From an optimization exercise on the open Yosys and OpenROAD flow, aimed at small area; shortcuts taken in it are not production practice. In this exercise RTL edits were held to simulation tests only and were not proved equivalent to the original. In runs 3 to 7 the design's own scripts or RTL, not TritonCTS, make the clock network. The clock input has no modelled driver; a real chip could not lean on it and would need a root buffer or a full tree. No activity file was given, so power comes from the tool's default toggle rates.

===== flow/constraint.sdc =====
create_clock -name core_clock -period 10.0 [get_ports {CLOCK_50}]
set_input_delay 2.0000 -clock core_clock [delete_from_list [all_inputs] [get_ports {CLOCK_50}]]
set_output_delay 2.0000 -clock core_clock [all_outputs]
set_load 0.01 [all_outputs]

===== flow/flow/regnames.py =====
#!/usr/bin/env python3
"""Give the registers of a synthesized netlist the instance names that the
standard synthesis gave them, pairing each register with the standard one
that drives the same output net (Q). Registers Yosys could not name after
their Verilog register get numbered names (_123_) that depend on how many
cells synthesis made before them, so a different combinational mapping
renumbers them. The cell types and Q nets must match one to one.
usage: regnames.py REF.v MINE.v OUT.v"""
import re, sys

inst_re = re.compile(r'^\s*(sky130_fd_sc_hd__\w+)\s+(\\\S+|\S+)\s*\($')
pin_re = re.compile(r'^\s*\.(\w+)\((.*)\),?\s*$')

def parse(path):
    lines = open(path).read().split('\n')
    insts = []  # (line index, type, name, pins)
    i = 0
    while i < len(lines):
        m = inst_re.match(lines[i])
        if m:
            t, n = m.group(1), m.group(2)
            pins = {}
            j = i + 1
            while not lines[j].strip().startswith(');'):
                pm = pin_re.match(lines[j])
                if pm: pins[pm.group(1)] = pm.group(2).strip()
                j += 1
            insts.append((i, t, n, pins))
            i = j
        i += 1
    return lines, insts

def is_reg(t):
    return re.match(r'sky130_fd_sc_hd__(df|sdf|edf|sedf)', t) is not None

def base(t):
    return re.sub(r'_\d+$', '', t)

ref_lines, ref = parse(sys.argv[1])
lines, mine = parse(sys.argv[2])
ref_q = {r[3]['Q']: (r[1], r[2]) for r in ref if is_reg(r[1])}
my_regs = [r for r in mine if is_reg(r[1])]
assert len(ref_q) == len([r for r in ref if is_reg(r[1])]), "ref: Q nets not unique"
assert len(my_regs) == len(ref_q), f"register count {len(my_regs)} != {len(ref_q)}"
names = {r[2] for r in mine}
renames = {}
for (i, t, n, pins) in my_regs:
    q = pins.get('Q')
    assert q in ref_q, f"no standard register drives {q}"
    rt, rn = ref_q[q]
    assert base(rt) == base(t), f"{q}: cell {t} != {rt}"
    if rn != n: renames[i] = rn
targets = set(renames.values())
fresh = 0
for (i, t, n, pins) in mine:
    if n in targets and i not in renames:
        # a non-register cell holds a name a register needs: rename it
        while f"_rn{fresh}_" in names: fresh += 1
        renames[i] = f"_rn{fresh}_"; names.add(renames[i])
for i, new in renames.items():
    m = inst_re.match(lines[i])
    lines[i] = lines[i].replace(m.group(2), new, 1)
    print(f"renamed {m.group(2)} -> {new}")
open(sys.argv[3], 'w').write('\n'.join(lines))

===== flow/flow/mysynth.tcl =====
# The standard synthesis (synth_recipe.tcl) with two changes to the
# combinational mapping only: Yosys's extract_fa is skipped (no ha/fa cells)
# and abc runs flow/area.abc, an area-oriented script, in place of ORFS's.
# Registers, their names and cell types are as in the standard synthesis.
proc synth {args} { yosys synth -nofsm -noshare {*}$args }
proc abc {args} {
  set i [lsearch -exact $args -script]
  if {$i >= 0} { set args [lreplace $args $i [expr {$i + 1}] -script $::env(MY_ABC_SCRIPT)] }
  yosys abc {*}$args
}
proc extract_fa {args} {}
source $::env(SCRIPTS_DIR)/synth.tcl
# left out here: clear keep_hierarchy, flatten, clean up, hide names made inside functions, write 1_2_yosys.v

===== flow/standard.sh =====
#!/bin/bash
# synth_recipe.tcl (not shown) runs the flow's synth.tcl, then flattens the netlist and writes it again
# the make line also repeats each setting of config.mk as NAME=value (left out here)
make -C /OpenROAD-flow-scripts/flow DESIGN_CONFIG=/design/flow/config.mk WORK_HOME=/design/flow/orfs CLKGATE_MAP_FILE= SYNTH_SCRIPT=/design/flow/synth_recipe.tcl "${@:-finish}"

===== flow/flow/area.abc =====
strash
&get -n
&deepsyn -T 20
&put
dch -f
amap
strash
dch -f
amap
topo

===== flow/design.v =====
module PWM_Generator_Verilog (
  input  wire       clk,
  input  wire       rst_n,
  input  wire [2:0] level,    
  output reg        clk_out
);
  localparam [255:0] DONE = 256'b0100111101001111010011110100111101001111010011110100111100001111000011110000101100001011000000110000001100000001000000010000000001001111010011110100111101001110010011100100110001001100010001000100010001000000010000000000000000000000000000000000000000000000;
  reg [14:0] s;
  reg [5:0]  q;
  wire det  = s[0] & ~s[1] & ~s[3] & ~s[4] & ~s[5] & ~s[6] & s[7] & ~s[8] & ~s[9] & ~s[10] & ~s[11] & s[12] & s[13];
  wire done = (clk_out | q[5]) & DONE[{clk_out, q[2:0], det, level}];
  wire clr  = det | done;
  always @(posedge clk or negedge rst_n) begin
    if (!rst_n) begin
      s <= 15'd0;
      q <= 6'd0;
      clk_out <= 1'b1;
    end else begin
      s <= clr ? 15'd0 : {~s[13:0], ~(s[14] ^ s[7])};
      q <= done ? 6'd0 : q + {5'd0, det};
      if (done) clk_out <= ~clk_out;
    end
  end
endmodule
module robot_arm_controller (
  input         CLOCK_50,
  input         RESET_N,
  input  [3:0]  KEY,
  output [35:0] GPIO_0
);
  localparam [12:0] FR = 13'b0000111011111;
  reg [12:0] a;
  reg [4:0]  b1;
  reg [2:0]  b2;
  wire adet = a[1] & a[2] & a[3] & ~a[4] & a[5] & a[6] & a[7] & ~a[8] & ~a[9] & ~a[11];
  wire bw   = b1[4] & b1[3];    
  always @(posedge CLOCK_50 or negedge RESET_N) begin
    if (!RESET_N) begin
      a  <= FR;
      b1 <= 5'd0;
      b2 <= 3'd0;
    end else begin
      a <= {a[11:0], ~(a[12] ^ a[2]) ^ adet};
      if (adet) begin
        b1 <= bw ? 5'd0 : b1 + 5'd1;
        if (bw) b2 <= b2 + 3'd1;
      end
    end
  end
  localparam [31:0] LT10 = 32'b00000000000000000000001111111111;
  localparam [31:0] LT11 = 32'b00000000000000000000011111111111;
  localparam [31:0] LT12 = 32'b00000000000000000000111111111111;
  localparam [31:0] LT13 = 32'b00000000000000000001111111111111;
  localparam [31:0] LT14 = 32'b00000000000000000011111111111111;
  localparam [31:0] LT15 = 32'b00000000000000000111111111111111;
  localparam [31:0] LT16 = 32'b00000000000000001111111111111111;
  localparam [31:0] LT17 = 32'b00000000000000011111111111111111;
  localparam [31:0] LT18 = 32'b00000000000000111111111111111111;
  localparam [31:0] LT19 = 32'b00000000000001111111111111111111;
  localparam [31:0] LT20 = 32'b00000000000011111111111111111111;
  wire sb0 = (b2 == 3'd0);
  assign GPIO_0[0] = sb0 & LT20[b1];
  assign GPIO_0[1] = sb0 & LT19[b1];
  assign GPIO_0[2] = sb0 & LT18[b1];
  assign GPIO_0[3] = sb0 & LT17[b1];
  assign GPIO_0[4] = sb0 & LT16[b1];
  assign GPIO_0[5] = sb0 & LT15[b1];
  assign GPIO_0[6] = sb0 & LT14[b1];
  assign GPIO_0[7] = sb0 & LT13[b1];
  assign GPIO_0[8] = sb0 & LT12[b1];
  assign GPIO_0[9] = sb0 & LT11[b1];
  assign GPIO_0[10] = sb0 & LT10[b1];
  assign GPIO_0[11] = sb0;
  assign GPIO_0[12] = 1'b0;
  assign GPIO_0[14] = 1'b0;
  assign GPIO_0[35:16] = 20'd0;
  localparam [7:0] IS5 = 8'b01000000;
  localparam [7:0] IS1 = 8'b00000001;
  localparam [23:0] INC = {3'd0, 3'd6, 3'd0, 3'd0, 3'd2, 3'd6, 3'd3, 3'd1};
  localparam [23:0] DEC = {3'd0, 3'd2, 3'd0, 3'd0, 3'd1, 3'd3, 3'd0, 3'd0};
  reg [3:0] kp;
  always @(posedge CLOCK_50) kp <= KEY;
  wire [3:0] pr = ~KEY & kp;
  reg [2:0] lk, lg;
  wire inc_k = pr[0] & ~IS5[lk];
  wire dec_k = pr[1] & ~IS1[lk];
  wire inc_g = pr[2] & ~IS5[lg];
  wire dec_g = pr[3] & ~IS1[lg];
  always @(posedge CLOCK_50) begin
    if (!RESET_N) begin
      lk <= 3'd3;
      lg <= 3'd3;
    end else if (inc_k) lk <= INC[lk*3 +: 3];
    else if (dec_k) lk <= DEC[lk*3 +: 3];
    else if (inc_g) lg <= INC[lg*3 +: 3];
    else if (dec_g) lg <= DEC[lg*3 +: 3];
  end
  PWM_Generator_Verilog gen_key  (.clk(CLOCK_50), .rst_n(RESET_N), .level(lk), .clk_out(GPIO_0[13]));
  PWM_Generator_Verilog gen_grip (.clk(CLOCK_50), .rst_n(RESET_N), .level(lg), .clk_out(GPIO_0[15]));
endmodule

===== flow/flow/run.sh =====
#!/bin/bash
# Own layout flow: the standard flow (standard.sh) with
#  - synthesis by flow/mysynth.tcl: the standard synthesis script with an
#    area-oriented abc script (flow/area.abc) and without Yosys's extract_fa;
#    registers are those of the standard synthesis, which also runs here
#    (refsyn/) so that flow/regnames.py can give every register the
#    standard synthesis's instance name;
#  - port buffers of the smallest buffer cell (buf_1);
#  - clock tree synthesis without dummy loads;
#  - no splitting of the constant-0 driver (one tie cell for the 0 outputs).
set -euo pipefail
W=$(pwd)
R=orfs/results/sky130hd/robot_arm_controller/base
export MY_ABC_SCRIPT=$W/flow/area.abc
export BUFFER_PORTS_ARGS="-buffer_cell sky130_fd_sc_hd__buf_1"
export CTS_ARGS="-sink_clustering_enable -repair_clock_nets -dont_use_dummy_load"
export SKIP_REPAIR_TIE_FANOUT=1
bash standard.sh WORK_HOME=$W/refsyn synth > $W/refsyn.log 2>&1
bash standard.sh SYNTH_SCRIPT=$W/flow/mysynth.tcl synth > $W/synth.log 2>&1
python3 flow/regnames.py refsyn/results/sky130hd/robot_arm_controller/base/1_2_yosys.v $R/1_2_yosys.v $W/renamed.v > $W/regnames.log 2>&1
mv $W/renamed.v $R/1_2_yosys.v
rm -f $R/1_synth.odb $R/1_synth.sdc
bash standard.sh SYNTH_SCRIPT=$W/flow/mysynth.tcl finish > $W/layout.log 2>&1

===== flow/config.mk =====
export PLATFORM = sky130hd
export DESIGN_NAME = robot_arm_controller
export DESIGN_NICKNAME = robot_arm_controller
export VERILOG_FILES = /design/flow/design.v
export SDC_FILE = /design/flow/constraint.sdc
export NUM_CORES = 4
export LEC_CHECK = 0
export CAP_MARGIN = 20
export CORE_MARGIN = 2
export CORE_UTILIZATION = 40
export SLEW_MARGIN = 20

==> results.cfg, run 1 <==
[finish]
n_fill_cell = 729
register_area_sq_mm = 0.001839
drive_above_1_share_pct = 6.583
multi_input_area_sq_um = 907.1
n_antenna_cell = 0
syn_to_final_growth_pct = 4.611
stdcell_area_sq_mm = 0.003179
nNetsFinal = 327

[setup_path]
cp_max_fo = 8
cp_slowest_cell = dfrtp_1
start_kind = flip-flop
timing.rr.start = gen_key.s[11]$_DFF_PN0_
crit_path_max_incr_delay_ns = 0.39
critical_path_required_ns = 8.00
endpoint_kind = output port
path_cells = nor3_1 -> nand2_1 -> clkinv_1 -> a31oi_1 -> a21oi_1 -> o21a_1 -> buf_1
r2r_end = gen_key.s[0]$_DFF_PN0_
r2r_cells = 10
worst-setup-path-type = flip-flop to output port
r2r_slack_ns = 6.55
critical_path_arrival_ns = 2.00

[die]
ios = 42
start_util_pct = 41.68
die_h_um = 91.17
dieWidth_um = 91.17
coreArea_sq_mm = 0.007292
dieArea_sq_mm = 0.008311
placementRows = 31

[synthesis]
yosysMostFrequentCell = nor2_1
synth_warnings = 2
synthTopCellsByCount = nor2_1 (78), dfrtp_1 (55), clkinv_1 (28)
syn_inst = 315
synth.net_count = 321
synth.distinct_cells = 29
ys.flop_type = dfrtp_1
synth_area_sq_mm = 0.003039
async_reset_ff_share_pct = 86.67
syn_avg_cell_area_sq_um = 9.648
yosysSeqAreaShare_pct = 60.52
yosysTopAreaCell = dfrtp_1
synthTopCellsByArea = dfrtp_1 (45%), nor2_1 (9.6%), dfstp_2 (8.6%), dfxtp_1 (6.6%), buf_4 (6.2%)
synth_seq_cells = 75
synth_edf_count = 0
synth_top_area_share_pct = 45.29

[route]
via_per_inst = 4.813
first_pass_iters = 4
drt_iter0_drc = 86
routed-via-count = 2012
drcViolationCount = 0
wl_per_cell_um = 11.16
antenna_left = 0
routed_wl_um = 4665

[placed_design]
gp_congestion = 0.7835
place_area_sq_mm = 0.003055
port_buffers = 19
dpl.hpwl_um = 3229
place_ws_ns = 6.362

[cts]
cts_tree = yes
cts_max_level = 3
clkTransAtPathRegs_ns = 0.08
clock_latency_ns = 0.34
cts_repair_resize_count = 0
numCtsBuffers = 9
cts_sinks = 75
cts_root_buffer = clkbuf_8
cts_buffer_depth = 2
postCtsHoldBufs = 0
cts_post_setup_buffers_inserted = 0

[sta]
slew_headroom_pct = 44.79
worst-slew-pin-transition_ns = 0.8281
finalCritPeriodShare_pct = 39.95
setup_ws_ns = 6.005
rsz0062_at_grt = false
setup_tns_ns = 0
skew_ns = 0.02056
finalHoldViolations = 0
clock.fmax_mhz = 250.3
slew_viol_final = 0
setup_violations = 0
post-route-min-period_ns = 3.995

[grt]
busiest_layer = met2
met3_usage_pct = 5.228
grt-ovfl-total = 0
grtUsageMet2_pct = 18.64
antenna_found_initial = 0
grt_pass1_vias = 1876
grt_util_met1_pct = 16.83
track_usage_pct = 12.66
grt_max_degree = 70
grt_pass1_wl_um = 8335

[power]
powerDensity_mw_per_mm2 = 158.3
vdd_drop_max_mv = 0.08925
p_leak_uw = 0.001250

[hold_path]
hp-class = flip-flop to flip-flop
worstHoldStart = a[0]$_DFF_PN1_
min_to = a[1]$_DFF_PN1_
holdPathStages = 0

[job]
maxCapViolations = 0

[outcome]
status = complete, no violations
[worst max-delay path by stage]
stage                           start            endpoint  slack [ns]  cells after the start
CTS                 b2[0]$_DFFE_PN0P_           GPIO_0[3]        6.01                      7
floorplan           b2[0]$_DFFE_PN0P_           GPIO_0[3]        6.48                      6
detailed placement             KEY[0]  lg[0]$_SDFFE_PN1P_        6.36                     11
finish              b2[0]$_DFFE_PN0P_           GPIO_0[3]        6.00                      7
global placement               KEY[0]  lg[0]$_SDFFE_PN1P_        6.44                     11
global route        b2[0]$_DFFE_PN0P_           GPIO_0[3]        5.81                      7
[worst max-delay path, delay by kind of cell, from the launching register on]
family                 cells  cell delay [ns]
AND/OR/NAND/NOR            2             0.56
AO/OA/AOI/OAI              3             0.43
flip-flops                 1             0.39
buffers and inverters      2             0.27
[cell usage in the layout (no fill, tap or decap), drive strengths merged]
cell,n
a21oi,11
o21ai,8
and3,4
and2,1
nor4,3
o32ai,1
clkbuf,9
buf,20
a2111oi,1
or3,1
nand2,18
conb,1
nor3,25
o221ai,5
o211ai,1
o22ai,1
nor2,78
o2111ai,1
nor2b,4
a31oi,4
o21a,3
or2,4
nand4b,1
dfstp,10
dfrtp,55
nand3,3
o31a,1
a211oi,7
clkinv,28
dfxtp,10
[layout make-up]
| class | count | area share [%] |
|---|---|---|
| inverter | 28 | 3.306 |
| timing repair buffer | 20 | 2.519 |
| tap | 99 | 3.896 |
| multi-input combinational | 187 | 28.53 |
| clock buffer | 9 | 3.896 |
| sequential | 75 | 57.85 |
[power breakdown]
| part | switching [uW] | total (uW) | internal [uW] |
|---|---|---|---|
| sequential | 2.39 | 308 | 306 |
| clock | 91.9 | 172 | 80.3 |
| combinational | 16.9 | 22.6 | 5.69 |
| total | 111 | 503 | 392 |
[flip-flops by register name (all words and copies together), names as in the netlist, named ones only]
name              cells
b2                    3
gen_key.clk_out       1
gen_grip.s           15
gen_key.q             6
lk                    2
lg                    2
gen_key.s            15
b1                    5
a                    13
kp                    4
gen_grip.clk_out      1
gen_grip.q            6
[cells by family (layout without fill, tap and decap cells)]
kind of cell           count (synthesis)  count (layout)  share of synthesized area, %
buffers and inverters                 53              57                         9.634
DFF                                   75              75                         60.52
other                                  1               1                        0.1234
and+or+nand+nor                      142             142                         20.25
AOI/OAI and AO/OA                     44              44                         9.469
[layer usage]
layer / vias to the layer above / share of wire (%)
met3: 6 / 6.1
li1: 1036 / -
met5: - / 0
met2: 42 / 42
met1: 928 / 51
met4: 0 / 1.3
[metrics by stage]
step	hold slack (ns)	util, %	instances	power [uW]
global placement	0.3347	41.90	409	337.2
global route	0.3611	43.60	418	526.9
finish	0.3585	43.60	418	503.2
floorplan	0.3312	-	315	334.7
CTS	0.3603	43.60	418	513.0
detailed placement	0.3485	41.90	409	337.1
==> inputs of run 2 (changes only) <==
--- a/flow/design.v
+++ b/flow/design.v
@@ -4,7 +4,7 @@
   input  wire [2:0] level,    
   output reg        clk_out
 );
-  localparam [255:0] DONE = 256'b0100111101001111010011110100111101001111010011110100111100001111000011110000101100001011000000110000001100000001000000010000000001001111010011110100111101001110010011100100110001001100010001000100010001000000010000000000000000000000000000000000000000000000;
+  localparam [255:0] DONE = 256'b1111111111111111111111111111111111111111111111111111111100001111000011110000101100001011000000110000001100000001000000010000000011111111111111111111111111111110111111101111110011111100111101001111010011110000111100000000000000000000000000000000000000000000;
   reg [14:0] s;
   reg [5:0]  q;
   wire det  = s[0] & ~s[1] & ~s[3] & ~s[4] & ~s[5] & ~s[6] & s[7] & ~s[8] & ~s[9] & ~s[10] & ~s[11] & s[12] & s[13];
==> flow/flow/area.abc (replaced) <==
strash
&get -n
&deepsyn -T 20
&put
dch -f
amap
strash
&get -n
&dch -f
&nf -a -R 1000
&put
topo
==> run 2 against run 1 <==
Against the previous run:
- clock skew rose by 0.00066 ns
- global-route usage rose by 0.31 points
- synthesized area fell by 0.82%
- largest cell class unchanged
- synthesized cell count fell by 7.9%
- critical endpoint unchanged
- critical path depth fell by 2
- sequential share of layout area rose by 0.18 points
- non-clock buffer count rose by 2
- clock power barely moved
==> results.cfg, run 2 <==
[outcome]
status = complete, no violations

[finish]
fin_cells = 395
syn_to_final_growth_pct = 5.147
n_antenna_cell = 0
drive_above_1_share_pct = 7.770
layout_commonest_cell = dfrtp_1
reg_top3 = gen_grip.s (15), gen_key.s (15), a (13)
finish.utilization_pct = 43.46
final_cell_mix = dfrtp_1 (55), nor2_1 (53), nand2_1 (18), buf_1 (18), a21oi_1 (14)
nNetsFinal = 304

[route]
wl_met3_um = 187
wl_per_cell_um = 11.90
top_layer_used = met4
drt_iter0_drc = 66
first_pass_iters = 4
via_per_inst = 4.896
wl_met2_um = 2115
routed_wl_um = 4702
wl_met1_um = 2362
drcViolationCount = 0
routed-via-count = 1934
antenna_left = 0

[cts]
cts_max_level = 3
clock_latency_ns = 0.34
cts_tree = yes
clkTransAtPathRegs_ns = 0.07
cts_sinks = 75
cts_root_buffer = clkbuf_8
postCtsHoldBufs = 0
cts_repair_resize_count = 0
numCtsBuffers = 9
cts_buffer_depth = 2
cts_post_setup_buffers_inserted = 0

[synthesis]
syn_inst = 290
synth_top_area_share_pct = 45.66
synth_warnings = 2
yosysSeqAreaShare_pct = 61.02
synth_seq_cells = 75
async_reset_ff_share_pct = 86.67
synthTopCellsByCount = dfrtp_1 (55), nor2_1 (53), buf_4 (25)
synthTopCellsByArea = dfrtp_1 (46%), dfstp_2 (8.7%), dfxtp_1 (6.6%), nor2_1 (6.6%), buf_4 (6.2%)
synth.net_count = 296
syn_avg_cell_area_sq_um = 10.39
synth_edf_count = 0
synth_area_sq_mm = 0.003014
yosysMostFrequentCell = dfrtp_1
ys.flop_type = dfrtp_1
synth.distinct_cells = 38
yosysTopAreaCell = dfrtp_1

[sta]
worst-slew-pin-transition_ns = 0.8506
finalHoldViolations = 0
setup_violations = 0
clock.fmax_mhz = 269.3
post-route-min-period_ns = 3.713
setup_tns_ns = 0
slew_viol_final = 0
skew_ns = 0.02122
rsz0062_at_grt = false
slew_headroom_pct = 43.30
finalCritPeriodShare_pct = 37.13

[job]
maxCapViolations = 0

[setup_path]
r2r_end = gen_key.s[0]$_DFF_PN0_
cp_max_fo = 4
r2r_slack_ns = 6.87
cp_slowest_cell = dfrtp_1
path_buf_inv = 1
worst-setup-path-type = flip-flop to output port
critical_path_arrival_ns = 1.71
endpoint_kind = output port
start_kind = flip-flop
crit_path_max_incr_delay_ns = 0.42
path_cells = nor3_1 -> nand2_1 -> a21oi_1 -> a21boi_0 -> buf_1
critical_path_required_ns = 8.00
r2r_cells = 11
timing.rr.start = gen_key.s[7]$_DFF_PN0_
crit_family = simple AND/OR/NAND/NOR gates

[placed_design]
port_buffers = 19
place_inst = 386
gp_congestion = 0.7421
dpl.hpwl_um = 3082

[die]
dieArea_sq_mm = 0.008246
ios = 42
placementRows = 31
die_h_um = 90.81
start_util_pct = 41.33
coreArea_sq_mm = 0.007292
dieWidth_um = 90.81

[grt]
grt_max_degree = 72
track_usage_pct = 12.98
grt_pass1_vias = 1884
grt_pass1_wl_um = 8493
grt-ovfl-total = 0
antenna_found_initial = 0

[power]
p_leak_uw = 0.001314
clkPwrFrac_pct = 34.2
switchingPower_uw = 107.4
swShare_pct = 21.54
p_comb_share_pct = 3.8
powerDensity_mw_per_mm2 = 157.3
internal_power_uw = 391.1
total_power_uw = 498.5
power_frac_seq_pct = 62.0
vdd_drop_max_mv = 0.06350

[hold_path]
holdPathStages = 0
hp-class = flip-flop to flip-flop
min_to = a[11]$_DFF_PN0_
worstHoldStart = a[10]$_DFF_PN0_
[run 2: cell types whose count changed in the layout (fill, tap and decap cells not counted), moves of 5 or more]
cell | previous run | this run
a211oi_1 | 7 | 0
clkinv_1 | 28 | 12
and2_0 | 1 | 6
nor2_1 | 78 | 53
nor3_1 | 25 | 13
o221ai_1 | 5 | 0
[run 2: per-stage QoR]
stage | area [sq um] | hold slack, ns | worst slack (ns)
floorplan | 3014 | 0.3312 | 6.596
global placement | 3045 | 0.3369 | 6.614
detailed placement | 3045 | 0.3373 | 6.442
CTS | 3169 | 0.3542 | 6.242
global route | 3169 | 0.3613 | 5.969
finish | 3169 | 0.3517 | 6.287
[run 2: layout make-up]
type / count / area [sq um]
fillers: 742 / 4123
clock buffers: 9 / 123.9
repair buffers: 22 / 95.09
flip-flops and latches: 75 / 1839
well taps: 99 / 123.9
inverters: 12 / 45.04
multi-input cells: 178 / 942.2
[run 2: power groups by stage]
stage               clock, uW  sequential [uW]  combinational, uW
floorplan                   0              314               17.9
global placement            0              315               19.2
detailed placement          0              315               19.6
CTS                       179              309               19.6
global route              193              309               22.6
finish                    170              309               19.1
[run 2: how the worst max path moves through the flow]
stage | start | end | slack [ns] | cells past startpoint
2_1_floorplan | b2[0]$_DFFE_PN0P_ | GPIO_0[3] | 6.60 | 4
3_3_place_gp | KEY[0] | flip-flop | 6.61 | 8
3_5_place_dp | KEY[0] | lg[0]$_SDFFE_PN1P_ | 6.44 | 7
4_1_cts | b2[0]$_DFFE_PN0P_ | GPIO_0[3] | 6.24 | 5
5_1_grt | b2[0]$_DFFE_PN0P_ | GPIO_0[9] | 5.97 | 6
6_report | b2[0]$_DFFE_PN0P_ | GPIO_0[3] | 6.29 | 5
[run 2: layer usage]
metal / up-vias / GRT usage (%)
met1: 937 / 16.95
met4: 0 / 4.167
met3: 4 / 6.010
li1: 970 / -
met2: 23 / 19.22
met5: - / 0
[run 2: logic make-up (layout without fill, tap and decap cells)]
family	count (synthesis)	in the layout	synth area share (%)
buffers and inverters	37	43	7.721
other	1	1	0.1244
AND/OR/NAND/NOR	126	126	20.05
XOR/XNOR	8	8	2.324
flip-flops	75	75	61.02
AO/OA/AOI/OAI	43	43	8.759
[run 2: worst register-to-register path, cell delays in order (launching register included)]
cell	delay (ns)
dfrtp_1	0.41
nand4_1	0.10
or4_1	0.40
nor4_1	0.42
and2_0	0.34
a21oi_1	0.14
o21ai_0	0.08
o21ai_0	0.13
o21ai_0	0.16
buf_4	0.19
or2_0	0.49
nor2_1	0.10
==> inputs of run 3 (changes only) <==
--- a/flow/flow/run.sh
+++ b/flow/flow/run.sh
@@ -13,7 +13,10 @@
 R=orfs/results/sky130hd/robot_arm_controller/base
 export MY_ABC_SCRIPT=$W/flow/area.abc
 export BUFFER_PORTS_ARGS="-buffer_cell sky130_fd_sc_hd__buf_1"
-export CTS_ARGS="-sink_clustering_enable -repair_clock_nets -dont_use_dummy_load"
+export PRE_CTS_TCL=$W/flow/manual_cts.tcl
+export MANUAL_CTS_GROUPS=4
+export MANUAL_CTS_BUF=sky130_fd_sc_hd__clkbuf_8
+export MANUAL_CTS_PORT=CLOCK_50
 export SKIP_REPAIR_TIE_FANOUT=1
 bash standard.sh WORK_HOME=$W/refsyn synth > $W/refsyn.log 2>&1
 bash standard.sh SYNTH_SCRIPT=$W/flow/mysynth.tcl synth > $W/synth.log 2>&1
==> flow/flow/manual_cts.tcl (new file) <==
# Sourced before ORFS's CTS step (PRE_CTS_TCL). Builds the clock tree by hand:
# the registers are split into NGROUPS regions by placement (halves by x, then
# by y), and one clock buffer placed at each region's centre drives the clock
# pins of that region; the clock port drives only these buffers. Then ORFS's
# clock_tree_synthesis call becomes a no-op; the rest of the CTS step
# (legalization, timing repair) runs as usual.
set ngroups $::env(MANUAL_CTS_GROUPS)
set bufcell $::env(MANUAL_CTS_BUF)
set block [ord::get_db_block]
set db [ord::get_db]
set clk_net [$block findNet $::env(MANUAL_CTS_PORT)]
set master [$db findMaster $bufcell]

set sinks {}
foreach it [$clk_net getITerms] {
  set inst [$it getInst]
  set loc [$inst getLocation]
  lappend sinks [list $it [lindex $loc 0] [lindex $loc 1]]
}
proc split_groups {items n axis} {
  if {$n <= 1} { return [list $items] }
  set sorted [lsort -integer -index $axis $items]
  set n1 [expr {$n / 2}]
  set k [expr {int(round(double([llength $sorted]) * $n1 / $n))}]
  set a [lrange $sorted 0 [expr {$k - 1}]]
  set b [lrange $sorted $k end]
  set next [expr {$axis == 1 ? 2 : 1}]
  return [concat [split_groups $a $n1 $next] [split_groups $b [expr {$n - $n1}] $next]]
}
set groups [split_groups $sinks $ngroups 1]
set g 0
foreach grp $groups {
  set sx 0; set sy 0
  foreach s $grp { incr sx [lindex $s 1]; incr sy [lindex $s 2] }
  set cx [expr {$sx / [llength $grp]}]
  set cy [expr {$sy / [llength $grp]}]
  set buf [odb::dbInst_create $block $master "clkbuf_manual_$g"]
  set net [odb::dbNet_create $block "clknet_manual_$g"]
  $net setSigType CLOCK
  [$buf findITerm A] connect $clk_net
  [$buf findITerm X] connect $net
  foreach s $grp {
    set it [lindex $s 0]
    $it disconnect
    $it connect $net
  }
  $buf setLocation $cx $cy
  $buf setPlacementStatus PLACED
  puts "manual CTS: buffer $g at ($cx, $cy) drives [llength $grp] clock pins"
  incr g
}
set_propagated_clock [all_clocks]
proc clock_tree_synthesis {args} { puts "clock_tree_synthesis skipped: manual clock tree built by flow/manual_cts.tcl" }
==> run 3 against run 2 <==
Against the previous run:
- sequential power barely moved
- clock power fell by 35%
- worst setup slack improved by 0.16 ns
- synthesized cell count did not move
- wire length fell by 2.1%
- sequential share of layout area rose by 1.3 points
- clock skew fell by 0.013 ns
- first-iteration DRC count fell by 4.5%
- total power fell by 12%
- combinational power barely moved
- largest power group unchanged
- highest routed layer unchanged
==> results.cfg, run 3 <==
[synthesis]
synth_fa_ha_area_share_pct = 0
yosysMostFrequentCell = dfrtp_1
synth_top_family_by_area = simple AND/OR/NAND/NOR gates
syn_inst = 290
synthTopCellsByCount = dfrtp_1 (55), nor2_1 (53), buf_4 (25)
yosysSeqAreaShare_pct = 61.02
synth_area_sq_mm = 0.003014
synth_compound_area_share_pct = 8.759
syn_avg_cell_area_sq_um = 10.39
synth.net_count = 296
yosys.area_share.simple_pct = 20.05
synthMuxAreaShare_pct = 0
yosysTopAreaCell = dfrtp_1
synth-xor-area-share_pct = 2.325
synth.distinct_cells = 38
synth_edf_count = 0
ys.flop_type = dfrtp_1
synth_top_area_share_pct = 45.66
synth_seq_cells = 75
synth_warnings = 2
async_reset_ff_share_pct = 86.67
synthTopCellsByArea = dfrtp_1 (46%), dfstp_2 (8.7%), dfxtp_1 (6.6%), nor2_1 (6.6%), buf_4 (6.2%)

[setup_path]
endpoint_kind = output port
start_kind = flip-flop
cp_slowest_cell = dfrtp_1
critical_path_required_ns = 8.00
crit_family = simple AND/OR/NAND/NOR gates
path_buf_inv = 1
critical_path_arrival_ns = 1.55
cp_max_fo = 4
worst-setup-path-type = flip-flop to output port
path_cells = nor3_1 -> nand2_1 -> a21oi_1 -> a21boi_0 -> buf_1
crit_path_max_incr_delay_ns = 0.43

[finish]
final_cell_mix = dfrtp_1 (55), nor2_1 (53), nand2_1 (18), buf_1 (18), a21oi_1 (14)
reg_top3 = gen_grip.s (15), gen_key.s (15), a (13)
layout_commonest_cell = dfrtp_1
fin_cells = 390
syn_to_final_growth_pct = 2.864
nNetsFinal = 299
n_antenna_cell = 0
drive_above_1_share_pct = 6.186

[placed_design]
gp_congestion = 0.7421
dpl.hpwl_um = 3082
port_buffers = 19
place_inst = 386

[grt]
track_usage_pct = 11.42
grt_pass1_wl_um = 8321
grt_pass1_vias = 1845
busiest_layer = met2
grt-ovfl-total = 0
antenna_found_initial = 0
grtUsageMet2_pct = 18.72
met3_usage_pct = 0.6678
grt_max_degree = 72
grt_util_met1_pct = 17.25

[die]
dieArea_sq_mm = 0.008246
placementRows = 31
dieWidth_um = 90.81
die_h_um = 90.81
coreArea_sq_mm = 0.007292
start_util_pct = 41.33
ios = 42

[power]
power_frac_seq_pct = 70.5
vdd_drop_max_mv = 0.06534
powerDensity_mw_per_mm2 = 141.2
p_leak_uw = 0.001278
swShare_pct = 20.54
internal_power_uw = 347.9
clkPwrFrac_pct = 25.1
switchingPower_uw = 89.94
p_comb_share_pct = 4.4

[cts]
cts_repair_resize_count = 0
clock_latency_ns = 0.17
clkTransAtPathRegs_ns = 0.11
cts_post_setup_buffers_inserted = 0
postCtsHoldBufs = 0

[route]
drt_iter0_drc = 63
first_pass_iters = 4
antenna_left = 0
routed-via-count = 1916
wl_per_cell_um = 11.80
routed_wl_um = 4603
drcViolationCount = 0
via_per_inst = 4.913

[sta]
post-route-min-period_ns = 3.555
rsz0062_at_grt = false
slew_viol_final = 0
setup_tns_ns = 0
skew_ns = 0.008525
setup_violations = 0
finalHoldViolations = 0
worst-slew-pin-transition_ns = 0.8511
clock.fmax_mhz = 281.3
finalCritPeriodShare_pct = 35.55
hold_slack_ns = 0.3617
slew_headroom_pct = 43.26

[job]
maxCapViolations = 0

[outcome]
status = complete, no violations

[hold_path]
hp-class = flip-flop to flip-flop
run 3: path summary, 6_finish.rpt:
kind / start / depth (start not counted) / slack [ns] / to
max in group asynchronous: RESET_N / 2 / 7.44 / gen_grip.s[7]$_DFF_PN0_
setup reg to reg: gen_grip.s[5]$_DFF_PN0_ / 13 / 6.88 / gen_grip.s[0]$_DFF_PN0_
hold reg to reg: a[10]$_DFF_PN0_ / 0 / 0.36 / a[11]$_DFF_PN0_
min in group asynchronous: RESET_N / 2 / 2.01 / gen_key.q[4]$_DFF_PN0_
hold / removal: a[10]$_DFF_PN0_ / 0 / 0.36 / a[11]$_DFF_PN0_
setup / recovery: b2[0]$_DFFE_PN0P_ / 5 / 6.45 / GPIO_0[3]
run 3: layout make-up:
type,instances,area [sq um]
multi-input cells,178,942.2
inverters,12,45.04
well taps,99,123.9
plain buffers,4,55.05
fillers,740,4192
repair buffers,22,95.09
flip-flops and latches,75,1839
run 3: kinds of logic after synthesis:
family / Yosys count
xor gates and xnor gates: 8
DFF: 75
and+or+nand+nor: 126
buffers and inverters: 37
other: 1
AOI/OAI and AO/OA: 43
run 3: worst reg2reg max path: stages (launching register included):
cell and delay (ns):
dfrtp_1 0.39, nor3_1 0.22, nand4_1 0.12, or4_1 0.54
nor2_1 0.32, and2_0 0.22, nor2_1 0.07, o21ai_0 0.08
a31oi_1 0.06, a21o_1 0.17, o21ai_0 0.14, buf_4 0.18
nand2b_1 0.40, nor2_1 0.10
run 3: routing by layer:
| metal | vias to the layer above | routed length [um] |
|---|---|---|
| li1 | 961 | - |
| met1 | 942 | 2390 |
| met2 | 8 | 2058 |
| met3 | 5 | 80 |
| met4 | 0 | 74 |
| met5 | - | 0 |
run 3: per-stage QoR:
step                worst slack, ns  util (%)  area [sq um]  power (uW)
finish                        6.445     42.52          3100       437.9
global route                  6.149     42.52          3100       458.2
CTS                           6.417     42.52          3100       443.6
detailed placement            6.442     41.76          3045       334.1
global placement              6.614     41.76          3045       333.8
floorplan                     6.596         -          3014       331.7
run 3: power by group through the flow:
stage	sequential (uW)	clock (uW)	combinational, uW
CTS	309	115	19.6
floorplan	314	0	17.9
finish	309	110	19.1
detailed placement	315	0	19.6
global placement	315	0	19.2
global route	309	126	22.6
==> inputs of run 4 (changes only) <==
--- a/flow/flow/run.sh
+++ b/flow/flow/run.sh
@@ -6,7 +6,8 @@
 #    (refsyn/) so that flow/regnames.py can give every register the
 #    standard synthesis's instance name;
 #  - port buffers of the smallest buffer cell (buf_1);
-#  - clock tree synthesis without dummy loads;
+#  - a hand-built clock tree (flow/manual_cts.tcl): four clkbuf_8, each
+#    driving the registers of one quarter of the placement;
 #  - no splitting of the constant-0 driver (one tie cell for the 0 outputs).
 set -euo pipefail
 W=$(pwd)
==> run 4 against run 3 <==
Against the previous run:
- still clean on timing, DRC and antenna
- combinational power about the same
- global-route usage is the same
- critical path depth unchanged
- via count is the same
- total power did not move
- final cell count did not move
- utilization stayed put
- synthesized cell count did not move
- first-iteration DRC count unchanged
- register-to-register slack is essentially flat
- worst setup slack did not move
- hold slack unchanged
- largest cell class unchanged
- highest routed layer unchanged
==> results.cfg, run 4 <==
[outcome]
status = complete, no violations

[setup_path]
path_buf_inv = 1
worst-setup-path-type = flip-flop to output port
crit_path_max_incr_delay_ns = 0.43
path_cells = nor3_1 -> nand2_1 -> a21oi_1 -> a21boi_0 -> buf_1
start_kind = flip-flop
critical_path_required_ns = 8.00
endpoint_kind = output port
crit_family = simple AND/OR/NAND/NOR gates
cp_slowest_cell = dfrtp_1
critical_path_arrival_ns = 1.55
cp_max_fo = 4

[route]
via_per_inst = 4.913
drt_iter0_drc = 63
drcViolationCount = 0
wl_per_cell_um = 11.80
routed_wl_um = 4603
first_pass_iters = 4
routed-via-count = 1916
antenna_left = 0

[placed_design]
port_buffers = 19
dpl.hpwl_um = 3082
gp_congestion = 0.7421
place_ws_ns = 6.442

[synthesis]
async_reset_ff_share_pct = 86.67
yosysMostFrequentCell = dfrtp_1
synth_seq_cells = 75
synth.distinct_cells = 38
ys.flop_type = dfrtp_1
synthTopCellsByArea = dfrtp_1 (46%), dfstp_2 (8.7%), dfxtp_1 (6.6%), nor2_1 (6.6%), buf_4 (6.2%)
synth_edf_count = 0
synth.net_count = 296
syn_avg_cell_area_sq_um = 10.39
yosysTopAreaCell = dfrtp_1
syn_inst = 290
synth_top_area_share_pct = 45.66
synth_warnings = 2
synthTopCellsByCount = dfrtp_1 (55), nor2_1 (53), buf_4 (25)
synth_area_sq_mm = 0.003014
yosysSeqAreaShare_pct = 61.02

[hold_path]
hp-class = flip-flop to flip-flop

[finish]
register_area_sq_mm = 0.001839
n_antenna_cell = 0
n_fill_cell = 740
layout_commonest_cell = dfrtp_1
final_cell_mix = dfrtp_1 (55), nor2_1 (53), nand2_1 (18), buf_1 (18), a21oi_1 (14)
syn_to_final_growth_pct = 2.864
nNetsFinal = 299
finish.utilization_pct = 42.52
reg_top3 = gen_grip.s (15), gen_key.s (15), a (13)
multi_input_area_sq_um = 942.2
drive_above_1_share_pct = 6.186

[power]
p_leak_uw = 0.001278
total_power_uw = 437.9
clkPwrFrac_pct = 25.1
power_frac_seq_pct = 70.5
swShare_pct = 20.54
switchingPower_uw = 89.94
vdd_drop_max_mv = 0.06534
internal_power_uw = 347.9
p_comb_share_pct = 4.4
powerDensity_mw_per_mm2 = 141.2

[sta]
rsz0062_at_grt = false
skew_ns = 0.008525
slew_headroom_pct = 43.26
post-route-min-period_ns = 3.555
worst-slew-pin-transition_ns = 0.8511
setup_tns_ns = 0
clock.fmax_mhz = 281.3
finalHoldViolations = 0
slew_viol_final = 0
finalCritPeriodShare_pct = 35.55
setup_violations = 0
setup_ws_ns = 6.445

[die]
dieWidth_um = 90.81
start_util_pct = 41.33
die_h_um = 90.81
coreArea_sq_mm = 0.007292
ios = 42
placementRows = 31
dieArea_sq_mm = 0.008246

[grt]
antenna_found_initial = 0
grt_pass1_vias = 1845
grt_max_degree = 72
track_usage_pct = 11.42
grt-ovfl-total = 0
grt_pass1_wl_um = 8321

[cts]
postCtsHoldBufs = 0
cts_post_setup_buffers_inserted = 0
cts_repair_resize_count = 0
clkTransAtPathRegs_ns = 0.11
clock_latency_ns = 0.17

[job]
maxCapViolations = 0
## run 4: cell counts after synthesis
No cell type changed its count.
## run 4: cell families after synthesis
| kind of cell | synth area share, % |
|---|---|
| and+or+nand+nor | 20.05 |
| AOI/OAI and AO/OA | 8.759 |
| buffers and inverters | 7.721 |
| other | 0.1244 |
| DFF | 61.02 |
| xor gates and xnor gates | 2.324 |
## run 4: routing by layer
metal | part of all wire, % | GRT usage, % | up-vias
met3 | 1.7 | 0.6678 | 5
met1 | 52 | 17.25 | 942
met4 | 1.6 | 1.515 | 0
li1 | - | - | 961
met5 | 0 | 0 | -
met2 | 45 | 18.72 | 8
## run 4: power by group through the flow
| stage | Combinational [uW] | Sequential, uW | Clock (uW) |
|---|---|---|---|
| global route | 22.6 | 309 | 126 |
| detailed placement | 19.6 | 315 | 0 |
| floorplan | 17.9 | 314 | 0 |
| CTS | 19.6 | 309 | 115 |
| global placement | 19.2 | 315 | 0 |
| finish | 19.1 | 309 | 110 |
## run 4: final timing paths
path	start	end	slack, ns	cells past startpoint
max	b2[0]$_DFFE_PN0P_	GPIO_0[3]	6.45	5
min	a[10]$_DFF_PN0_	a[11]$_DFF_PN0_	0.36	0
max reg2reg	gen_grip.s[5]$_DFF_PN0_	gen_grip.s[0]$_DFF_PN0_	6.88	13
min reg2reg	a[10]$_DFF_PN0_	a[11]$_DFF_PN0_	0.36	0
max in group asynchronous	RESET_N	gen_grip.s[7]$_DFF_PN0_	7.44	2
min in group asynchronous	RESET_N	gen_key.q[4]$_DFF_PN0_	2.01	2
## run 4: through the flow
step | hold WS (ns) | area (sq um) | std cells
2_1_floorplan | 0.3312 | 3014 | 290
3_3_place_gp | 0.3369 | 3045 | 386
3_5_place_dp | 0.3373 | 3045 | 386
4_1_cts | 0.3621 | 3100 | 390
5_1_grt | 0.3657 | 3100 | 390
6_report | 0.3617 | 3100 | 390
## run 4: cell type report
cell class,count,share of cell area [%]
multi-input combinational,178,30.39
sequential,75,59.32
tap,99,3.995
timing repair buffer,22,3.067
inverter,12,1.453
buffer,4,1.776
==> inputs of run 5 (changes only) <==
--- a/flow/design.v
+++ b/flow/design.v
@@ -2,23 +2,22 @@
   input  wire       clk,
   input  wire       rst_n,
   input  wire [2:0] level,    
-  output reg        clk_out
+  output wire       clk_out
 );
   localparam [255:0] DONE = 256'b1111111111111111111111111111111111111111111111111111111100001111000011110000101100001011000000110000001100000001000000010000000011111111111111111111111111111110111111101111110011111100111101001111010011110000111100000000000000000000000000000000000000000000;
   reg [14:0] s;
   reg [5:0]  q;
   wire det  = s[0] & ~s[1] & ~s[3] & ~s[4] & ~s[5] & ~s[6] & s[7] & ~s[8] & ~s[9] & ~s[10] & ~s[11] & s[12] & s[13];
-  wire done = (clk_out | q[5]) & DONE[{clk_out, q[2:0], det, level}];
+  wire done = q[5] & DONE[{q[4], q[2:0], det, level}];
   wire clr  = det | done;
+  assign clk_out = q[5] & q[4];
   always @(posedge clk or negedge rst_n) begin
     if (!rst_n) begin
       s <= 15'd0;
-      q <= 6'd0;
-      clk_out <= 1'b1;
+      q <= 6'd56;
     end else begin
       s <= clr ? 15'd0 : {~s[13:0], ~(s[14] ^ s[7])};
-      q <= done ? 6'd0 : q + {5'd0, det};
-      if (done) clk_out <= ~clk_out;
+      q <= done ? {{3{~q[4]}}, 3'd0} : q + {5'd0, det};
     end
   end
 endmodule
--- a/flow/config.mk
+++ b/flow/config.mk
@@ -7,5 +7,5 @@
 export LEC_CHECK = 0
 export CAP_MARGIN = 20
 export CORE_MARGIN = 2
-export CORE_UTILIZATION = 40
+export CORE_UTILIZATION = 65
 export SLEW_MARGIN = 20
==> run 5 against run 4 <==
Against the previous run:
- critical path depth stayed put
- cell area shrank 4.2%
- sequential share of layout area grew 1.1 points
- first-iteration DRC count increased by 32%
- sequential cell count down 2
- wire length is 7.3% lower
- clock skew increased by 0.0029 ns
- worst setup slack worse by 0.028 ns
- hold slack gained 0.0013 ns
- synthesized area is 1.9% lower
- synthesized cell count is 4.1% lower
- die area down 38%
- largest power group unchanged
==> results.cfg, run 5 <==
[outcome]
status = complete, no violations

[synthesis]
synthTopCellsByCount = dfrtp_1 (49), nor2_1 (46), buf_4 (25)
async_reset_ff_share_pct = 86.30
synthTopCellsByArea = dfrtp_1 (41%), dfstp_2 (12%), dfxtp_1 (6.8%), buf_4 (6.3%), nor2_1 (5.8%)
synth_seq_cells = 73
yosysMostFrequentCell = dfrtp_1
syn_inst = 278
synth.net_count = 284
synth_edf_count = 0
synth.distinct_cells = 38
synth_top_area_share_pct = 41.46
ys.flop_type = dfrtp_1
synth_area_sq_mm = 0.002958
yosysSeqAreaShare_pct = 60.66
yosysTopAreaCell = dfrtp_1
synth_warnings = 2
syn_avg_cell_area_sq_um = 10.64

[sta]
finalHoldViolations = 0
clock.fmax_mhz = 279.1
rsz0062_at_grt = false
post-route-min-period_ns = 3.583
slew_headroom_pct = 47.75
setup_tns_ns = 0
worst-slew-pin-transition_ns = 0.7838
finalCritPeriodShare_pct = 35.83
setup_ws_ns = 6.417
setup_violations = 0
slew_viol_final = 0
skew_ns = 0.01146

[route]
wl_per_cell_um = 12.97
drcViolationCount = 0
drt_iter0_drc = 83
first_pass_iters = 4
routed-via-count = 1830
antenna_left = 0
via_per_inst = 5.562
routed_wl_um = 4268

[job]
maxCapViolations = 0

[cts]
clkTransAtPathRegs_ns = 0.10
postCtsHoldBufs = 0
cts_repair_resize_count = 0
cts_post_setup_buffers_inserted = 0
clock_latency_ns = 0.16

[finish]
drive_above_1_share_pct = 7.220
nNetsFinal = 285
syn_to_final_growth_pct = 0.4230
reg_top3 = gen_grip.s (15), gen_key.s (15), a (13)
n_antenna_cell = 0
final_cell_mix = dfrtp_1 (49), nor2_1 (46), buf_1 (18)
layout_commonest_cell = dfrtp_1

[grt]
grt_pass1_wl_um = 7389
antenna_found_initial = 0
grt_pass1_vias = 1700
grt_max_degree = 70
track_usage_pct = 17.10
grt-ovfl-total = 0

[die]
die_h_um = 71.46
coreArea_sq_mm = 0.004354
ios = 42
start_util_pct = 67.93
dieArea_sq_mm = 0.005106
dieWidth_um = 71.46
placementRows = 24

[setup_path]
path_buf_inv = 1
cp_max_fo = 4
endpoint = GPIO_0[3]
timing.rr.start = gen_key.s[4]$_DFF_PN0_
crit_family = simple AND/OR/NAND/NOR gates
r2r_end = gen_key.s[8]$_DFF_PN0_
cp_slowest_cell = dfrtp_1
cp.depth = 5
r2r_cells = 11
critical_path_required_ns = 8.00
critical_path_arrival_ns = 1.58
start_kind = flip-flop
path_cells = nor3_1 -> nand2_1 -> a21oi_1 -> a21boi_0 -> buf_1
crit_path_max_incr_delay_ns = 0.43
endpoint_kind = output port
worst-setup-path-type = flip-flop to output port
r2r_slack_ns = 6.78
crit_path_start = b2[0]$_DFFE_PN0P_

[placed_design]
dpl.hpwl_um = 2960
place_ws_ns = 6.589
gp_congestion = 0.8090
port_buffers = 19

[hold_path]
holdPathStages = 0
hp-class = flip-flop to flip-flop

[power]
powerDensity_mw_per_mm2 = 142.7
vdd_drop_max_mv = 0.1257
p_leak_uw = 0.001239
[run 5: report_power, final]
group          total (uW)  switching [uW]  leakage [uW]  internal, uW
Clock                 104            67.1     0.0000288          37.2
Sequential            300            2.54      0.000775           297
Combinational        19.6            14.4      0.000436          5.21
Total                 424            84.0       0.00124           340
[run 5: layout make-up]
| type | instances | area [sq um] |
|---|---|---|
| Multi-Input combinational cell | 172 | 945.9 |
| Sequential cell | 73 | 1794 |
| Buffer | 4 | 55.05 |
| Fill cell | 338 | 1384 |
| Tap cell | 52 | 65.06 |
| Timing Repair Buffer | 20 | 80.08 |
| Inverter | 8 | 30.03 |
[run 5: per-layer routing]
metal / up-vias / GRT usage [%] / wire length, um
met3: 3 / 1.125 / 111
met4: 0 / 2.516 / 33
li1: 928 / - / -
met2: 12 / 28.09 / 2007
met5: - / 0 / 0
met1: 887 / 26.17 / 2117
[run 5: stage by stage]
stage               hold WS [ns]  utilization, %  cell area [sq um]  std cells  total power (uW)
floorplan                 0.3312               -               2958        278             323.4
global placement          0.3360           66.95               2915        325             325.2
detailed placement        0.3373           66.95               2915        325             325.4
CTS                       0.3665           68.22               2970        329             428.8
global route              0.3702           68.22               2970        329             440.4
finish                    0.3630           68.22               2970        329             423.8
[run 5: cells by family after synthesis]
logic type / count (synthesis) / share of synthesized area, %
AOI/OAI and AO/OA: 44 / 9.476
buffers and inverters: 33 / 7.360
xor gates and xnor gates: 9 / 2.665
and+or+nand+nor: 118 / 19.71
DFF: 73 / 60.66
other: 1 / 0.1268
[run 5: how the worst min path moves through the flow]
stage	from	slack, ns	to
6_report	a[0]$_DFF_PN1_	0.36	a[1]$_DFF_PN1_
3_5_place_dp	a[10]$_DFF_PN0_	0.34	a[11]$_DFF_PN0_
3_3_place_gp	a[10]$_DFF_PN0_	0.34	a[11]$_DFF_PN0_
5_1_grt	a[0]$_DFF_PN1_	0.37	a[1]$_DFF_PN1_
4_1_cts	a[0]$_DFF_PN1_	0.37	a[1]$_DFF_PN1_
2_1_floorplan	a[10]$_DFF_PN0_	0.33	a[11]$_DFF_PN0_
==> inputs of run 6 (changes only) <==
--- a/flow/config.mk
+++ b/flow/config.mk
@@ -7,5 +7,5 @@
 export LEC_CHECK = 0
 export CAP_MARGIN = 20
 export CORE_MARGIN = 2
-export CORE_UTILIZATION = 65
+export CORE_UTILIZATION = 40
 export SLEW_MARGIN = 20
==> run 6 against run 5 <==
Against the previous run:
- cell area rose by 2.0%
- synthesized area is the same
- utilization fell by 26 points
- sequential power about the same
- synthesized cell count stayed put
- still clean on timing, DRC and antenna
- maximum frequency barely moved
- register-to-register slack is essentially flat
- global-route usage decreased by 6.0 points
- largest power group unchanged
- combinational power barely moved
- sequential share of layout area down 1.2 points
==> results.cfg, run 6 <==
[sta]
slew_headroom_pct = 46.17
clock.fmax_mhz = 279.1
skew_ns = 0.006597
setup_violations = 0
finalHoldViolations = 0
slew_viol_final = 0
finalCritPeriodShare_pct = 35.84
rsz0062_at_grt = false
post-route-min-period_ns = 3.584
setup_tns_ns = 0
worst-slew-pin-transition_ns = 0.8075

[route]
drcViolationCount = 0
via_per_inst = 4.851
routed-via-count = 1824
antenna_left = 0
drt_iter0_drc = 117
first_pass_iters = 4
wl_per_cell_um = 11.56
routed_wl_um = 4348

[synthesis]
synth_top_area_share_pct = 41.46
synth_edf_count = 0
synth_seq_cells = 73
yosysMostFrequentCell = dfrtp_1
synth_area_sq_mm = 0.002958
synthTopCellsByArea = dfrtp_1 (41%), dfstp_2 (12%), dfxtp_1 (6.8%), buf_4 (6.3%), nor2_1 (5.8%)
synth_warnings = 2
synth.net_count = 284
syn_inst = 278
synthTopCellsByCount = dfrtp_1 (49), nor2_1 (46), buf_4 (25)
yosysTopAreaCell = dfrtp_1
syn_avg_cell_area_sq_um = 10.64
ys.flop_type = dfrtp_1
yosysSeqAreaShare_pct = 60.66
async_reset_ff_share_pct = 86.30
synth.distinct_cells = 38

[cts]
clock_latency_ns = 0.16
cts_repair_resize_count = 0
clkTransAtPathRegs_ns = 0.10
cts_post_setup_buffers_inserted = 0
postCtsHoldBufs = 0

[finish]
n_antenna_cell = 0
fin_cells = 376
syn_to_final_growth_pct = 2.411
drive_above_1_share_pct = 7.220
stdcell_area_sq_mm = 0.003029
nNetsFinal = 285
layout_commonest_cell = dfrtp_1
final_cell_mix = dfrtp_1 (49), nor2_1 (46), buf_1 (18)
reg_top3 = gen_grip.s (15), gen_key.s (15), a (13)

[power]
internal_power_uw = 339.8
power_frac_seq_pct = 70.6
p_comb_share_pct = 4.6
p_leak_uw = 0.001239
clkPwrFrac_pct = 24.8
swShare_pct = 20.05
powerDensity_mw_per_mm2 = 140.3
switchingPower_uw = 85.24
vdd_drop_max_mv = 0.08150

[setup_path]
r2r_slack_ns = 6.77
start_kind = flip-flop
endpoint = GPIO_0[9]
cp_max_fo = 6
r2r_end = gen_key.s[0]$_DFF_PN0_
critical_path_arrival_ns = 1.58
r2r_cells = 11
endpoint_kind = output port
critical_path_required_ns = 8.00
crit_path_start = b2[0]$_DFFE_PN0P_
timing.rr.start = gen_key.s[4]$_DFF_PN0_
worst-setup-path-type = flip-flop to output port

[job]
maxCapViolations = 0

[placed_design]
dpl.hpwl_um = 2997
place_inst = 372
place_area_sq_mm = 0.002974
gp_congestion = 0.8166
port_buffers = 19

[grt]
antenna_found_initial = 0
grt_max_degree = 70
track_usage_pct = 11.09
grt-ovfl-total = 0
grt_pass1_wl_um = 8024
grt_pass1_vias = 1818

[die]
dieWidth_um = 89.99
ios = 42
dieArea_sq_mm = 0.008098
coreArea_sq_mm = 0.007214
placementRows = 31
die_h_um = 89.99
start_util_pct = 41.00

[hold_path]
hp-class = flip-flop to flip-flop

[outcome]
status = complete, no violations
run 6: how the worst min path moves through the flow:
stage | from | to | slack [ns] | cells after the start
floorplan | a[10]$_DFF_PN0_ | a[11]$_DFF_PN0_ | 0.33 | 0
global placement | a[10]$_DFF_PN0_ | a[11]$_DFF_PN0_ | 0.34 | 0
detailed placement | a[10]$_DFF_PN0_ | a[11]$_DFF_PN0_ | 0.34 | 0
CTS | a[0]$_DFF_PN1_ | a[1]$_DFF_PN1_ | 0.36 | 0
global route | a[0]$_DFF_PN1_ | a[1]$_DFF_PN1_ | 0.37 | 0
finish | a[0]$_DFF_PN1_ | a[1]$_DFF_PN1_ | 0.36 | 0
run 6: cell families (layout without fill, tap and decap cells):
group | count (synthesis) | after routing | synth area share, %
AND/OR/NAND/NOR | 118 | 118 | 19.71
AO/OA/AOI/OAI | 44 | 44 | 9.476
buffers and inverters | 33 | 32 | 7.360
XOR/XNOR | 9 | 9 | 2.665
flip-flops | 73 | 73 | 60.66
other | 1 | 1 | 0.1268
run 6: area by class of cell:
| class | instances | area, sq um |
|---|---|---|
| Sequential cell | 73 | 1794 |
| Buffer | 4 | 55.05 |
| Timing Repair Buffer | 20 | 80.08 |
| Inverter | 8 | 30.03 |
| Fill cell | 721 | 4185 |
| Tap cell | 99 | 123.9 |
| Multi-Input combinational cell | 172 | 945.9 |
run 6: power groups by stage:
stage               registers [uW]  logic [uW]  clock network, uW
floorplan                      305        18.5                  0
global placement               306        20.1                  0
detailed placement             305        20.1                  0
CTS                            300        20.1                112
global route                   301        23.1                123
finish                         300        19.6                106
run 6: metal layers:
metal  up-vias  wire length, um  track usage, %
met2        19             1993           18.24
met5         -                0               0
li1        923                -               -
met1       879             2140           16.72
met3         3              164           1.090
met4         0               50           1.026
run 6: stage by stage:
step / hold slack [ns] / power, uW / util (%) / setup WS [ns]
global placement: 0.3359 / 325.6 / 41.22 / 6.639
floorplan: 0.3312 / 323.4 / - / 6.609
CTS: 0.3638 / 431.6 / 41.99 / 6.384
global route: 0.3712 / 446.2 / 41.99 / 6.110
detailed placement: 0.3395 / 325.6 / 41.22 / 6.529
finish: 0.3627 / 425.1 / 41.99 / 6.417
run 6: worst max-delay path: stages, from the launching register on:
cell	delay (ns)
dfrtp_1	0.44
nor3_1	0.32
nand2b_1	0.20
clkinv_1	0.09
nand2_1	0.08
a31oi_1	0.14
buf_1	0.16
==> inputs of run 7 (changes only) <==
--- a/flow/config.mk
+++ b/flow/config.mk
@@ -5,7 +5,7 @@
 export SDC_FILE = /design/flow/constraint.sdc
 export NUM_CORES = 4
 export LEC_CHECK = 0
-export CAP_MARGIN = 20
+export CAP_MARGIN = 0
 export CORE_MARGIN = 2
-export CORE_UTILIZATION = 40
-export SLEW_MARGIN = 20
+export CORE_UTILIZATION = 65
+export SLEW_MARGIN = 0
==> run 7 against run 6 <==
Against the previous run:
- critical path type unchanged
- critical endpoint is now GPIO_0[3]
- sequential cell count did not move
- register-to-register slack barely moved
- still clean on timing, DRC and antenna
- synthesized cell count unchanged
- via count increased by 0.33%
- synthesized area did not move
- utilization rose by 26 points
- clock skew is 0.0049 ns higher
==> results.cfg, run 7 <==
[finish]
stdcell_area_sq_mm = 0.002970
syn_to_final_growth_pct = 0.4230
reg_top3 = gen_grip.s (15), gen_key.s (15), a (13)
finish.utilization_pct = 68.22
layout_commonest_cell = dfrtp_1
nNetsFinal = 285
n_antenna_cell = 0
drive_above_1_share_pct = 7.220
final_cell_mix = dfrtp_1 (49), nor2_1 (46), buf_1 (18)

[synthesis]
syn_inst = 278
ys.flop_type = dfrtp_1
synth.net_count = 284
yosysSeqAreaShare_pct = 60.66
yosysTopAreaCell = dfrtp_1
syn_avg_cell_area_sq_um = 10.64
synth_edf_count = 0
async_reset_ff_share_pct = 86.30
yosysMostFrequentCell = dfrtp_1
synthTopCellsByCount = dfrtp_1 (49), nor2_1 (46), buf_4 (25)
synth_warnings = 2
synth.distinct_cells = 38
synth_area_sq_mm = 0.002958
synthTopCellsByArea = dfrtp_1 (41%), dfstp_2 (12%), dfxtp_1 (6.8%), buf_4 (6.3%), nor2_1 (5.8%)
synth_seq_cells = 73
synth_top_area_share_pct = 41.46

[setup_path]
critical_path_arrival_ns = 1.58
path_cells = nor3_1 -> nand2_1 -> a21oi_1 -> a21boi_0 -> buf_1
critical_path_required_ns = 8.00
cp_max_fo = 4
r2r_end = gen_key.s[8]$_DFF_PN0_
cp_slowest_cell = dfrtp_1
endpoint_kind = output port
start_kind = flip-flop
timing.rr.start = gen_key.s[4]$_DFF_PN0_
worst-setup-path-type = flip-flop to output port
crit_path_max_incr_delay_ns = 0.43
r2r_cells = 11
r2r_slack_ns = 6.78

[cts]
clkTransAtPathRegs_ns = 0.10
cts_repair_resize_count = 0
postCtsHoldBufs = 0
clock_latency_ns = 0.16
cts_post_setup_buffers_inserted = 0

[route]
via_per_inst = 5.562
drcViolationCount = 0
drt_iter0_drc = 83
routed_wl_um = 4268
routed-via-count = 1830
first_pass_iters = 4
antenna_left = 0
wl_per_cell_um = 12.97

[die]
die_h_um = 71.46
start_util_pct = 67.93
placementRows = 24
dieWidth_um = 71.46
ios = 42
coreArea_sq_mm = 0.004354
dieArea_sq_mm = 0.005106

[sta]
clock.fmax_mhz = 279.1
rsz0062_at_grt = false
setup_violations = 0
slew_viol_final = 0
post-route-min-period_ns = 3.583
setup_tns_ns = 0
setup_ws_ns = 6.417
skew_ns = 0.01146
slew_headroom_pct = 47.75
worst-slew-pin-transition_ns = 0.7838
finalHoldViolations = 0
finalCritPeriodShare_pct = 35.83

[placed_design]
dpl.hpwl_um = 2960
port_buffers = 19
place_ws_ns = 6.589
place_area_sq_mm = 0.002915
gp_congestion = 0.8090

[grt]
grt_pass1_wl_um = 7389
antenna_found_initial = 0
track_usage_pct = 17.10
grt_pass1_vias = 1700
grt_max_degree = 70
grt-ovfl-total = 0

[power]
p_leak_uw = 0.001239
vdd_drop_max_mv = 0.1257
powerDensity_mw_per_mm2 = 142.7

[hold_path]
worstHoldStart = a[0]$_DFF_PN1_
hp-class = flip-flop to flip-flop
min_to = a[1]$_DFF_PN1_
holdPathStages = 0

[outcome]
status = complete, no violations

[job]
maxCapViolations = 0
-- run 7: critical path, delay by kind of cell, from the launching register on --
| kind | cells | cell delay (ns) |
|---|---|---|
| AO/OA/AOI/OAI | 2 | 0.37 |
| AND/OR/NAND/NOR | 2 | 0.46 |
| flip-flops | 1 | 0.43 |
| buffers and inverters | 1 | 0.17 |
-- run 7: worst max path at each step --
stage                 startpoint            endpoint  slack [ns]  cells past startpoint
6_report       b2[0]$_DFFE_PN0P_           GPIO_0[3]        6.42                      5
2_1_floorplan  b2[1]$_DFFE_PN0P_           GPIO_0[3]        6.61                      4
3_5_place_dp              KEY[0]  lg[0]$_SDFFE_PN1P_        6.59                      7
4_1_cts        b2[0]$_DFFE_PN0P_           GPIO_0[9]        6.41                      6
3_3_place_gp              KEY[0]  lg[0]$_SDFFE_PN1P_        6.64                      7
5_1_grt        b2[0]$_DFFE_PN0P_           GPIO_0[3]        6.21                      5
-- run 7: cell families (layout without fill, tap and decap cells) --
group                  Yosys count  count (layout)  synth area share, %
other                            1               1               0.1268
flip-flops                      73              73                60.66
buffers and inverters           33              32                7.360
AO/OA/AOI/OAI                   44              44                9.476
XOR/XNOR                         9               9                2.665
AND/OR/NAND/NOR                118             118                19.71
-- run 7: power breakdown --
| group | internal [uW] | switching [uW] | leakage [uW] |
|---|---|---|---|
| clock network | 37.2 | 67.1 | 0.0000288 |
| logic | 5.21 | 14.4 | 0.000436 |
| registers | 297 | 2.54 | 0.000775 |
-- run 7: cell type report --
| type | instances | area (sq um) |
|---|---|---|
| inverter | 8 | 30.03 |
| fill | 338 | 1384 |
| timing repair buffer | 20 | 80.08 |
| buffer | 4 | 55.05 |
| sequential | 73 | 1794 |
| multi-input combinational | 172 | 945.9 |
| tap | 52 | 65.06 |
-- run 7: per-layer routing --
metal	wire, um	track usage, %	up-vias
met5	0	0	-
met2	2007	28.09	12
met1	2117	26.17	887
met4	33	2.516	0
li1	-	-	928
met3	111	1.125	3
-- run 7: through the flow --
stage	total power (uW)	hold WS, ns	instances
5_1_grt	440.4	0.3702	329
3_5_place_dp	325.4	0.3373	325
6_report	423.8	0.3630	329
3_3_place_gp	325.2	0.3360	325
4_1_cts	428.8	0.3665	329
2_1_floorplan	323.4	0.3312	278

what the ideal ports hide:
Ports are ideal in the flow. The routed layouts listed here were re-timed in OpenROAD.
Step 1 (the two cells are an assumption about what drives the block):
set clk [get_ports {CLOCK_50}]
set_driving_cell -lib_cell sky130_fd_sc_hd__clkbuf_16 $clk
set_driving_cell -lib_cell sky130_fd_sc_hd__buf_2 [delete_from_list [all_inputs] $clk]
Step 2 times the ports against the registers' clock, not the clock port: input delays grow and output delays shrink by t, the midpoint of the rising clock arrivals with the driver on.
Slacks: no drivers / after step 1 / after step 2; pairs: no drivers / after step 1.
| run | t, ns | setup WS [ns] | worst data-port slew with drivers (ns) |
|---|---|---|---|
| run 1 | 0.358 | 6.005 / 5.977 / 6.335 | 0.03 |
| run 2 | 0.356 | 6.287 / 6.259 / 6.486 | 0.03 |
| run 3 | 0.221 | 6.445 / 6.387 / 6.508 | 0.03 |
| run 4 | 0.221 | 6.445 / 6.387 / 6.508 | 0.03 |
| run 5 | 0.210 | 6.417 / 6.365 / 6.575 | 0.03 |
| run 6 | 0.213 | 6.417 / 6.360 / 6.573 | 0.03 |
| run 7 | 0.210 | 6.417 / 6.365 / 6.575 | 0.03 |
After both steps setup and hold are still met in every run listed.
